Background: an optimization exercise with open tools, aiming at small area, a short achievable clock period and few clock cycles. Do not read the settings as production practice. At most, simulation tests tie the RTL to the original design; equivalence was not proved. No activity file was given, so power comes from the tool's default toggle rates.

==> inputs of job 6602 <==
## fmultiplier
module fmultiplier(
    input  wire        clk,
    input  wire        rst,
    input  wire        valid,       
    input  wire [31:0] a,
    input  wire [31:0] b,
    output reg  [31:0] z,
    output reg         out_valid    
);
export LEC_CHECK = 0
export ABC_AREA = 1
export CAP_MARGIN = 20
export CORE_MARGIN = 2
export CORE_UTILIZATION = 40
export PLACE_DENSITY = 0.6
export SETUP_SLACK_MARGIN = 4.0
export SLEW_MARGIN = 20
export SYNTH_HIERARCHICAL = 1
export TNS_END_PERCENT = 100
create_clock -name core_clock -period 10.0 [get_ports {clk}]
standard.sh (not shown) runs the stock make flow with config.mk's settings and CLKGATE_MAP_FILE= SYNTH_SCRIPT=/design/flow/synth_recipe.tcl, a recipe that flattens the netlist after the stock synthesis.
==> flow/flow/run.sh <==
#!/bin/bash
# Standard layout, with the ports buffered by buf cells instead of the delay
# buffer that buffer_ports picks by default.
export BUFFER_PORTS_ARGS="-buffer_cell sky130_fd_sc_hd__buf_2"
bash standard.sh > standard.log 2>&1
==> inputs of job 8598, as changes to job 6602 <==
--- a/flow/design.v
+++ b/flow/design.v
@@ -49,18 +49,18 @@
     wire [12:0] bn;               
     wire [24:0] bm0, bm1, bm2, bm3, bm4, bm5, bm6, bm7, bm8, bm9, bm10, bm11, bm12;
     wire [24:0] bmx [0:12];
     genvar gi;
     generate
         for (gi = 0; gi < 13; gi = gi + 1) begin : g_booth
             wire d2 = yb[2*gi+2], d1 = yb[2*gi+1], d0 = yb[2*gi];
             wire one = d1 ^ d0;
-            wire two = (d2 & ~d1 & ~d0) | (~d2 & d1 & d0);
-            assign bn[gi] = d2 & ~(d1 & d0);
+            wire two = ~one & (d2 ^ d1);
+            assign bn[gi] = d2;
             assign bmx[gi] = (({25{one}} & {1'b0, ma}) | ({25{two}} & {ma, 1'b0})) ^ {25{bn[gi]}};
         end
     endgenerate
     assign bm0 = bmx[0];   assign bm1 = bmx[1];   assign bm2 = bmx[2];
     assign bm3 = bmx[3];   assign bm4 = bmx[4];   assign bm5 = bmx[5];
     assign bm6 = bmx[6];   assign bm7 = bmx[7];   assign bm8 = bmx[8];
     assign bm9 = bmx[9];   assign bm10 = bmx[10]; assign bm11 = bmx[11];
     assign bm12 = bmx[12];
@@ -667,52 +667,51 @@
     wire signed [10:0] u  = a_ez ? u_an : (b_ez ? u_bn : u_nn);
     wire        nrm = ~u[10];                       
     wire [4:0]  t1  = a_ez ? ka : (b_ez ? kb : 5'd23);    
     wire signed [10:0] t2 = 11'sd151 - $signed({2'b00, xs});    
     wire        t2big = (xs < 9'd88);               
     wire [5:0]  t2c = t2big ? 6'd63 : t2[5:0];
     wire [5:0]  tsh = nrm ? {1'b0, t1} : t2c;       
     wire [7:0]  e_0 = nrm ? u[7:0] : 8'd0;          
-    wire        st1 = nrm ? (tzs < {1'b0, t1}) : (t2big | (tzs < t2[5:0]));
-    wire        st0 = nrm ? (tzs + 6'd1 < {1'b0, t1}) : (t2big | (tzs + 6'd1 < t2[5:0]));
     wire        ovf_hi = nrm & (u >= 11'sd254);
     wire        ovf_eq = nrm & (u == 11'sd253);
     wire        special = is_nan | is_inf | is_zero;
-    wire        slow = ~special & (a_ez | b_ez | u_nn[10]);
+    wire        uf = (xs < 9'd103);                 
+    wire        slow = ~special & ~uf & (a_ez | b_ez | u_nn[10]);
     localparam K = 16;
     wire [K:0]  p_lo = {1'b0, s_row[K-1:0]} + {1'b0, c_row[K-1:0]};
     reg [47:K] r_s, r_c;
     reg [K-1:0] r_plo;
     reg        r_cy;
     reg [5:0]  r_tsh;
+    reg [5:0]  r_tzs;
     reg [7:0]  r_e0;
-    reg        r_st1, r_st0, r_ovh, r_ove, r_sz, r_nan, r_inf, r_zero, r_slow;
+    reg        r_ovh, r_ove, r_sz, r_nan, r_inf, r_zero, r_slow;
     reg        r_v1;              
     reg        r_v2;              
     reg [47:22] r_q;              
     wire        hold = r_v1 & r_slow;
     always @(posedge clk) begin
         r_s    <= s_row[47:K];
         r_c    <= c_row[47:K];
         r_plo  <= p_lo[K-1:0];
         r_cy   <= p_lo[K];
-        r_tsh  <= tsh;
     end
     always @(posedge clk) begin
         if (!hold) begin
             r_e0   <= e_0;
-            r_st1  <= st1;
-            r_st0  <= st0;
+            r_tsh  <= tsh;
+            r_tzs  <= tzs;
             r_ovh  <= ovf_hi & ~is_zero;
             r_ove  <= ovf_eq & ~is_zero;
             r_sz   <= sa ^ sb;
             r_nan  <= is_nan;
             r_inf  <= is_inf;
-            r_zero <= is_zero;
+            r_zero <= is_zero | uf;
             r_slow <= slow;
         end
     end
     always @(posedge clk or posedge rst) begin
         if (rst) begin
             r_v1 <= 1'b0;
             r_v2 <= 1'b0;
         end else begin
@@ -723,21 +722,23 @@
     wire [47:K] p_hi = r_s + r_c + {{(47-K){1'b0}}, r_cy};
     wire [47:0] p = {p_hi, r_plo};
     wire [70:0] x  = {p, 23'd0};
     wire [70:0] qx = x >> r_tsh;
     always @(posedge clk) r_q <= qx[47:22];
     wire [47:22] q = r_v2 ? r_q : p[47:22];
     wire [7:0]  e_1 = r_e0 + 8'd1;
     wire [7:0]  e_2 = r_e0 + 8'd2;
-    wire        inc_h = q[23] & (r_st1 | q[24]);
+    wire        st1 = (r_tzs < r_tsh);
+    wire        st0 = (r_tzs + 6'd1 < r_tsh);
+    wire        inc_h = q[23] & (st1 | q[24]);
     wire [30:0] pk_h0 = {e_2, q[46:24]};
     wire [30:0] pk_h1 = pk_h0 + 31'd1;
     wire [30:0] pk_h  = inc_h ? pk_h1 : pk_h0;
-    wire        inc_l = q[22] & (r_st0 | q[23]);
+    wire        inc_l = q[22] & (st0 | q[23]);
     wire [30:0] pk_l0 = {(q[46] ? e_1 : r_e0), q[45:23]};
     wire [30:0] pk_l1 = pk_l0 + 31'd1;
     wire [30:0] pk_l  = inc_l ? pk_l1 : pk_l0;
     wire [30:0] pk    = q[47] ? pk_h : pk_l;
     wire        ovf   = r_ovh | (r_ove & q[47]);
     always @(*) out_valid = (r_v1 & ~r_slow) | r_v2;
     always @(*) begin
         if (r_nan)
Settings changed: SETUP_SLACK_MARGIN 4.0 to 4.3, TNS_END_PERCENT 100 to not set.
==> inputs of job 3026, as changes to job 6602 <==
--- a/flow/design.v
+++ b/flow/design.v
@@ -49,18 +49,18 @@
     wire [12:0] bn;               
     wire [24:0] bm0, bm1, bm2, bm3, bm4, bm5, bm6, bm7, bm8, bm9, bm10, bm11, bm12;
     wire [24:0] bmx [0:12];
     genvar gi;
     generate
         for (gi = 0; gi < 13; gi = gi + 1) begin : g_booth
             wire d2 = yb[2*gi+2], d1 = yb[2*gi+1], d0 = yb[2*gi];
             wire one = d1 ^ d0;
-            wire two = (d2 & ~d1 & ~d0) | (~d2 & d1 & d0);
-            assign bn[gi] = d2 & ~(d1 & d0);
+            wire two = ~one & (d2 ^ d1);
+            assign bn[gi] = d2;
             assign bmx[gi] = (({25{one}} & {1'b0, ma}) | ({25{two}} & {ma, 1'b0})) ^ {25{bn[gi]}};
         end
     endgenerate
     assign bm0 = bmx[0];   assign bm1 = bmx[1];   assign bm2 = bmx[2];
     assign bm3 = bmx[3];   assign bm4 = bmx[4];   assign bm5 = bmx[5];
     assign bm6 = bmx[6];   assign bm7 = bmx[7];   assign bm8 = bmx[8];
     assign bm9 = bmx[9];   assign bm10 = bmx[10]; assign bm11 = bmx[11];
     assign bm12 = bmx[12];
@@ -667,52 +667,51 @@
     wire signed [10:0] u  = a_ez ? u_an : (b_ez ? u_bn : u_nn);
     wire        nrm = ~u[10];                       
     wire [4:0]  t1  = a_ez ? ka : (b_ez ? kb : 5'd23);    
     wire signed [10:0] t2 = 11'sd151 - $signed({2'b00, xs});    
     wire        t2big = (xs < 9'd88);               
     wire [5:0]  t2c = t2big ? 6'd63 : t2[5:0];
     wire [5:0]  tsh = nrm ? {1'b0, t1} : t2c;       
     wire [7:0]  e_0 = nrm ? u[7:0] : 8'd0;          
-    wire        st1 = nrm ? (tzs < {1'b0, t1}) : (t2big | (tzs < t2[5:0]));
-    wire        st0 = nrm ? (tzs + 6'd1 < {1'b0, t1}) : (t2big | (tzs + 6'd1 < t2[5:0]));
     wire        ovf_hi = nrm & (u >= 11'sd254);
     wire        ovf_eq = nrm & (u == 11'sd253);
     wire        special = is_nan | is_inf | is_zero;
-    wire        slow = ~special & (a_ez | b_ez | u_nn[10]);
+    wire        uf = (xs < 9'd103);                 
+    wire        slow = ~special & ~uf & (a_ez | b_ez | u_nn[10]);
     localparam K = 16;
     wire [K:0]  p_lo = {1'b0, s_row[K-1:0]} + {1'b0, c_row[K-1:0]};
     reg [47:K] r_s, r_c;
     reg [K-1:0] r_plo;
     reg        r_cy;
     reg [5:0]  r_tsh;
+    reg [5:0]  r_tzs;
     reg [7:0]  r_e0;
-    reg        r_st1, r_st0, r_ovh, r_ove, r_sz, r_nan, r_inf, r_zero, r_slow;
+    reg        r_ovh, r_ove, r_sz, r_nan, r_inf, r_zero, r_slow;
     reg        r_v1;              
     reg        r_v2;              
     reg [47:22] r_q;              
     wire        hold = r_v1 & r_slow;
     always @(posedge clk) begin
         r_s    <= s_row[47:K];
         r_c    <= c_row[47:K];
         r_plo  <= p_lo[K-1:0];
         r_cy   <= p_lo[K];
-        r_tsh  <= tsh;
     end
     always @(posedge clk) begin
         if (!hold) begin
             r_e0   <= e_0;
-            r_st1  <= st1;
-            r_st0  <= st0;
+            r_tsh  <= tsh;
+            r_tzs  <= tzs;
             r_ovh  <= ovf_hi & ~is_zero;
             r_ove  <= ovf_eq & ~is_zero;
             r_sz   <= sa ^ sb;
             r_nan  <= is_nan;
             r_inf  <= is_inf;
-            r_zero <= is_zero;
+            r_zero <= is_zero | uf;
             r_slow <= slow;
         end
     end
     always @(posedge clk or posedge rst) begin
         if (rst) begin
             r_v1 <= 1'b0;
             r_v2 <= 1'b0;
         end else begin
@@ -723,21 +722,23 @@
     wire [47:K] p_hi = r_s + r_c + {{(47-K){1'b0}}, r_cy};
     wire [47:0] p = {p_hi, r_plo};
     wire [70:0] x  = {p, 23'd0};
     wire [70:0] qx = x >> r_tsh;
     always @(posedge clk) r_q <= qx[47:22];
     wire [47:22] q = r_v2 ? r_q : p[47:22];
     wire [7:0]  e_1 = r_e0 + 8'd1;
     wire [7:0]  e_2 = r_e0 + 8'd2;
-    wire        inc_h = q[23] & (r_st1 | q[24]);
+    wire        st1 = (r_tzs < r_tsh);
+    wire        st0 = (r_tzs + 6'd1 < r_tsh);
+    wire        inc_h = q[23] & (st1 | q[24]);
     wire [30:0] pk_h0 = {e_2, q[46:24]};
     wire [30:0] pk_h1 = pk_h0 + 31'd1;
     wire [30:0] pk_h  = inc_h ? pk_h1 : pk_h0;
-    wire        inc_l = q[22] & (r_st0 | q[23]);
+    wire        inc_l = q[22] & (st0 | q[23]);
     wire [30:0] pk_l0 = {(q[46] ? e_1 : r_e0), q[45:23]};
     wire [30:0] pk_l1 = pk_l0 + 31'd1;
     wire [30:0] pk_l  = inc_l ? pk_l1 : pk_l0;
     wire [30:0] pk    = q[47] ? pk_h : pk_l;
     wire        ovf   = r_ovh | (r_ove & q[47]);
     always @(*) out_valid = (r_v1 & ~r_slow) | r_v2;
     always @(*) begin
         if (r_nan)
Settings changed: SETUP_SLACK_MARGIN 4.0 to 3.7, TNS_END_PERCENT 100 to not set.
==> inputs of job 3406, as changes to job 6602 <==
--- a/flow/design.v
+++ b/flow/design.v
@@ -48,19 +48,18 @@
     wire [26:0] yb = {2'b00, mb, 1'b0};
     wire [12:0] bn;               
     wire [24:0] bm0, bm1, bm2, bm3, bm4, bm5, bm6, bm7, bm8, bm9, bm10, bm11, bm12;
     wire [24:0] bmx [0:12];
     genvar gi;
     generate
         for (gi = 0; gi < 13; gi = gi + 1) begin : g_booth
             wire d2 = yb[2*gi+2], d1 = yb[2*gi+1], d0 = yb[2*gi];
-            wire one = d1 ^ d0;
-            wire two = (d2 & ~d1 & ~d0) | (~d2 & d1 & d0);
-            assign bn[gi] = d2 & ~(d1 & d0);
+            wire one, two;
+            fmul_benc u_benc (.d({d2, d1, d0}), .one(one), .two(two), .neg(bn[gi]));
             assign bmx[gi] = (({25{one}} & {1'b0, ma}) | ({25{two}} & {ma, 1'b0})) ^ {25{bn[gi]}};
         end
     endgenerate
     assign bm0 = bmx[0];   assign bm1 = bmx[1];   assign bm2 = bmx[2];
     assign bm3 = bmx[3];   assign bm4 = bmx[4];   assign bm5 = bmx[5];
     assign bm6 = bmx[6];   assign bm7 = bmx[7];   assign bm8 = bmx[8];
     assign bm9 = bmx[9];   assign bm10 = bmx[10]; assign bm11 = bmx[11];
     assign bm12 = bmx[12];
@@ -667,77 +666,79 @@
     wire signed [10:0] u  = a_ez ? u_an : (b_ez ? u_bn : u_nn);
     wire        nrm = ~u[10];                       
     wire [4:0]  t1  = a_ez ? ka : (b_ez ? kb : 5'd23);    
     wire signed [10:0] t2 = 11'sd151 - $signed({2'b00, xs});    
     wire        t2big = (xs < 9'd88);               
     wire [5:0]  t2c = t2big ? 6'd63 : t2[5:0];
     wire [5:0]  tsh = nrm ? {1'b0, t1} : t2c;       
     wire [7:0]  e_0 = nrm ? u[7:0] : 8'd0;          
-    wire        st1 = nrm ? (tzs < {1'b0, t1}) : (t2big | (tzs < t2[5:0]));
-    wire        st0 = nrm ? (tzs + 6'd1 < {1'b0, t1}) : (t2big | (tzs + 6'd1 < t2[5:0]));
     wire        ovf_hi = nrm & (u >= 11'sd254);
     wire        ovf_eq = nrm & (u == 11'sd253);
     wire        special = is_nan | is_inf | is_zero;
-    wire        slow = ~special & (a_ez | b_ez | u_nn[10]);
+    wire        uf = (xs < 9'd103);                 
+    wire        slow = ~special & ~uf & (a_ez | b_ez | u_nn[10]);
     localparam K = 16;
     wire [K:0]  p_lo = {1'b0, s_row[K-1:0]} + {1'b0, c_row[K-1:0]};
     reg [47:K] r_s, r_c;
     reg [K-1:0] r_plo;
     reg        r_cy;
     reg [5:0]  r_tsh;
+    reg [5:0]  r_tzs;
     reg [7:0]  r_e0;
-    reg        r_st1, r_st0, r_ovh, r_ove, r_sz, r_nan, r_inf, r_zero, r_slow;
+    reg        r_ovh, r_ove, r_sz, r_nan, r_inf, r_zero, r_slow;
     reg        r_v1;              
     reg        r_v2;              
     reg [47:22] r_q;              
     wire        hold = r_v1 & r_slow;
     always @(posedge clk) begin
         r_s    <= s_row[47:K];
         r_c    <= c_row[47:K];
         r_plo  <= p_lo[K-1:0];
         r_cy   <= p_lo[K];
-        r_tsh  <= tsh;
     end
     always @(posedge clk) begin
         if (!hold) begin
             r_e0   <= e_0;
-            r_st1  <= st1;
-            r_st0  <= st0;
+            r_tsh  <= tsh;
+            r_tzs  <= tzs;
             r_ovh  <= ovf_hi & ~is_zero;
             r_ove  <= ovf_eq & ~is_zero;
             r_sz   <= sa ^ sb;
             r_nan  <= is_nan;
             r_inf  <= is_inf;
-            r_zero <= is_zero;
+            r_zero <= is_zero | uf;
             r_slow <= slow;
         end
     end
     always @(posedge clk or posedge rst) begin
         if (rst) begin
             r_v1 <= 1'b0;
             r_v2 <= 1'b0;
         end else begin
             r_v1 <= valid;
             r_v2 <= r_v1 & r_slow;
         end
     end
-    wire [47:K] p_hi = r_s + r_c + {{(47-K){1'b0}}, r_cy};
+    wire [48:K] p_hc = {r_s, 1'b1} + {r_c, r_cy};
+    wire [47:K] p_hi = p_hc[48:K+1];
     wire [47:0] p = {p_hi, r_plo};
     wire [70:0] x  = {p, 23'd0};
     wire [70:0] qx = x >> r_tsh;
     always @(posedge clk) r_q <= qx[47:22];
     wire [47:22] q = r_v2 ? r_q : p[47:22];
     wire [7:0]  e_1 = r_e0 + 8'd1;
     wire [7:0]  e_2 = r_e0 + 8'd2;
-    wire        inc_h = q[23] & (r_st1 | q[24]);
+    wire        st1 = (r_tzs < r_tsh);
+    wire        st0 = (r_tzs + 6'd1 < r_tsh);
+    wire        inc_h = q[23] & (st1 | q[24]);
     wire [30:0] pk_h0 = {e_2, q[46:24]};
     wire [30:0] pk_h1 = pk_h0 + 31'd1;
     wire [30:0] pk_h  = inc_h ? pk_h1 : pk_h0;
-    wire        inc_l = q[22] & (r_st0 | q[23]);
+    wire        inc_l = q[22] & (st0 | q[23]);
     wire [30:0] pk_l0 = {(q[46] ? e_1 : r_e0), q[45:23]};
     wire [30:0] pk_l1 = pk_l0 + 31'd1;
     wire [30:0] pk_l  = inc_l ? pk_l1 : pk_l0;
     wire [30:0] pk    = q[47] ? pk_h : pk_l;
     wire        ovf   = r_ovh | (r_ove & q[47]);
     always @(*) out_valid = (r_v1 & ~r_slow) | r_v2;
     always @(*) begin
         if (r_nan)
@@ -753,8 +754,13 @@
 module fmul_fa(input wire a, input wire b, input wire c, output wire s, output wire co);
     assign s  = a ^ b ^ c;
     assign co = (a & b) | (a & c) | (b & c);
 endmodule
 module fmul_ha(input wire a, input wire b, output wire s, output wire co);
     assign s  = a ^ b;
     assign co = a & b;
 endmodule
+module fmul_benc(input wire [2:0] d, output wire one, output wire two, output wire neg);
+    assign one = d[1] ^ d[0];
+    assign two = ~one & (d[2] ^ d[1]);
+    assign neg = d[2];
+endmodule
Settings changed: TNS_END_PERCENT 100 to not set.
==> qor summary <==
metric                                                                            job 3406                 job 3026                 job 6602                 job 8598
WP data arrival                                                                    6.42 ns                  6.57 ns                  6.31 ns                  3.73 ns
Die Outline Area                                                                69,300 µm²               67,500 µm²               66,300 µm²               67,500 µm²
Vias after detailed routing                                                         26,800                   25,900                   25,600                   27,400
Later-pin clock latency in the skew report                                         0.47 ns                  0.46 ns                  0.46 ns                  0.46 ns
Area occupied by registers                                                        3000 µm²                 3000 µm²                 2830 µm²                 3020 µm²
Maximum clock skew at final layout                                               0.0185 ns                0.0176 ns                0.0156 ns                0.0180 ns
Fraction of post-synthesis cell area in the top cell type by area                    0.200                    0.206                    0.210                    0.206
Tot GR Track Use                                                                     0.280                    0.292                    0.277                    0.293
Status                                                             complete, no violations  complete, no violations  complete, no violations  complete, no violations
Antenna violations before repair                                                         1                        1                        3                        1
Largest fanout on the critical path                                                     35                       24                       11                        5
WL met3                                                                            9.04 mm                  9.13 mm                  9.07 mm                  10.8 mm
Part of the power in the clock network                                               0.059                    0.060                    0.056                    0.052
Share of layout cells above drive strength 1                                         0.124                    0.102                    0.148                    0.206
Testbench counts of job 6602, summed over its fixed seeds: cycles 16,137.
Testbench counts of job 8598, summed over its fixed seeds: cycles 16,082.
Testbench counts of job 3026, summed over its fixed seeds: cycles 16,082.
Function not checked in job 3406: the RTL went through the layout flow alone.

-- static timing again, ports no longer ideal --
How much do the figures lean on ideal ports? The routed layouts below were timed once more, with nothing changed but the port constraints.
Step 1 assumes that a clkbuf_16 drives the clock port and a buf_2 every other input.
Step 2 times the ports against the registers' clock, not the clock port: input delays grow and output delays shrink by t, the midpoint of the rising clock arrivals with the driver on.
Three values: ideal, step 1, step 2; two values: the first two.
| run | t (ns) | setup slack, ns | hold WS [ns] | worst setup path at the end | worst slew at a driven data input, ns |
|---|---|---|---|---|---|
| job 6602 | 0.514 | 3.997 / 4.001 / 3.525 | 0.754 / 0.754 / 0.754 | input to register | 0.08 |
| job 8598 | 0.512 | 4.270 / 4.210 / 3.836 | 0.600 / 0.600 / 0.600 | input to register | 0.08 |
| job 3026 | 0.514 | 3.765 / 3.767 / 3.283 | 0.609 / 0.609 / 0.609 | input to register | 0.07 |
| job 3406 | 0.528 | 3.909 / 3.951 / 3.423 | 0.836 / 0.836 / 0.836 | input to register | 0.08 |
After both steps setup and hold are still met in every run listed. For job 3406, which loses most, drivers alone change the setup slack by +0.042 ns; drivers and shift together by -0.486 ns.
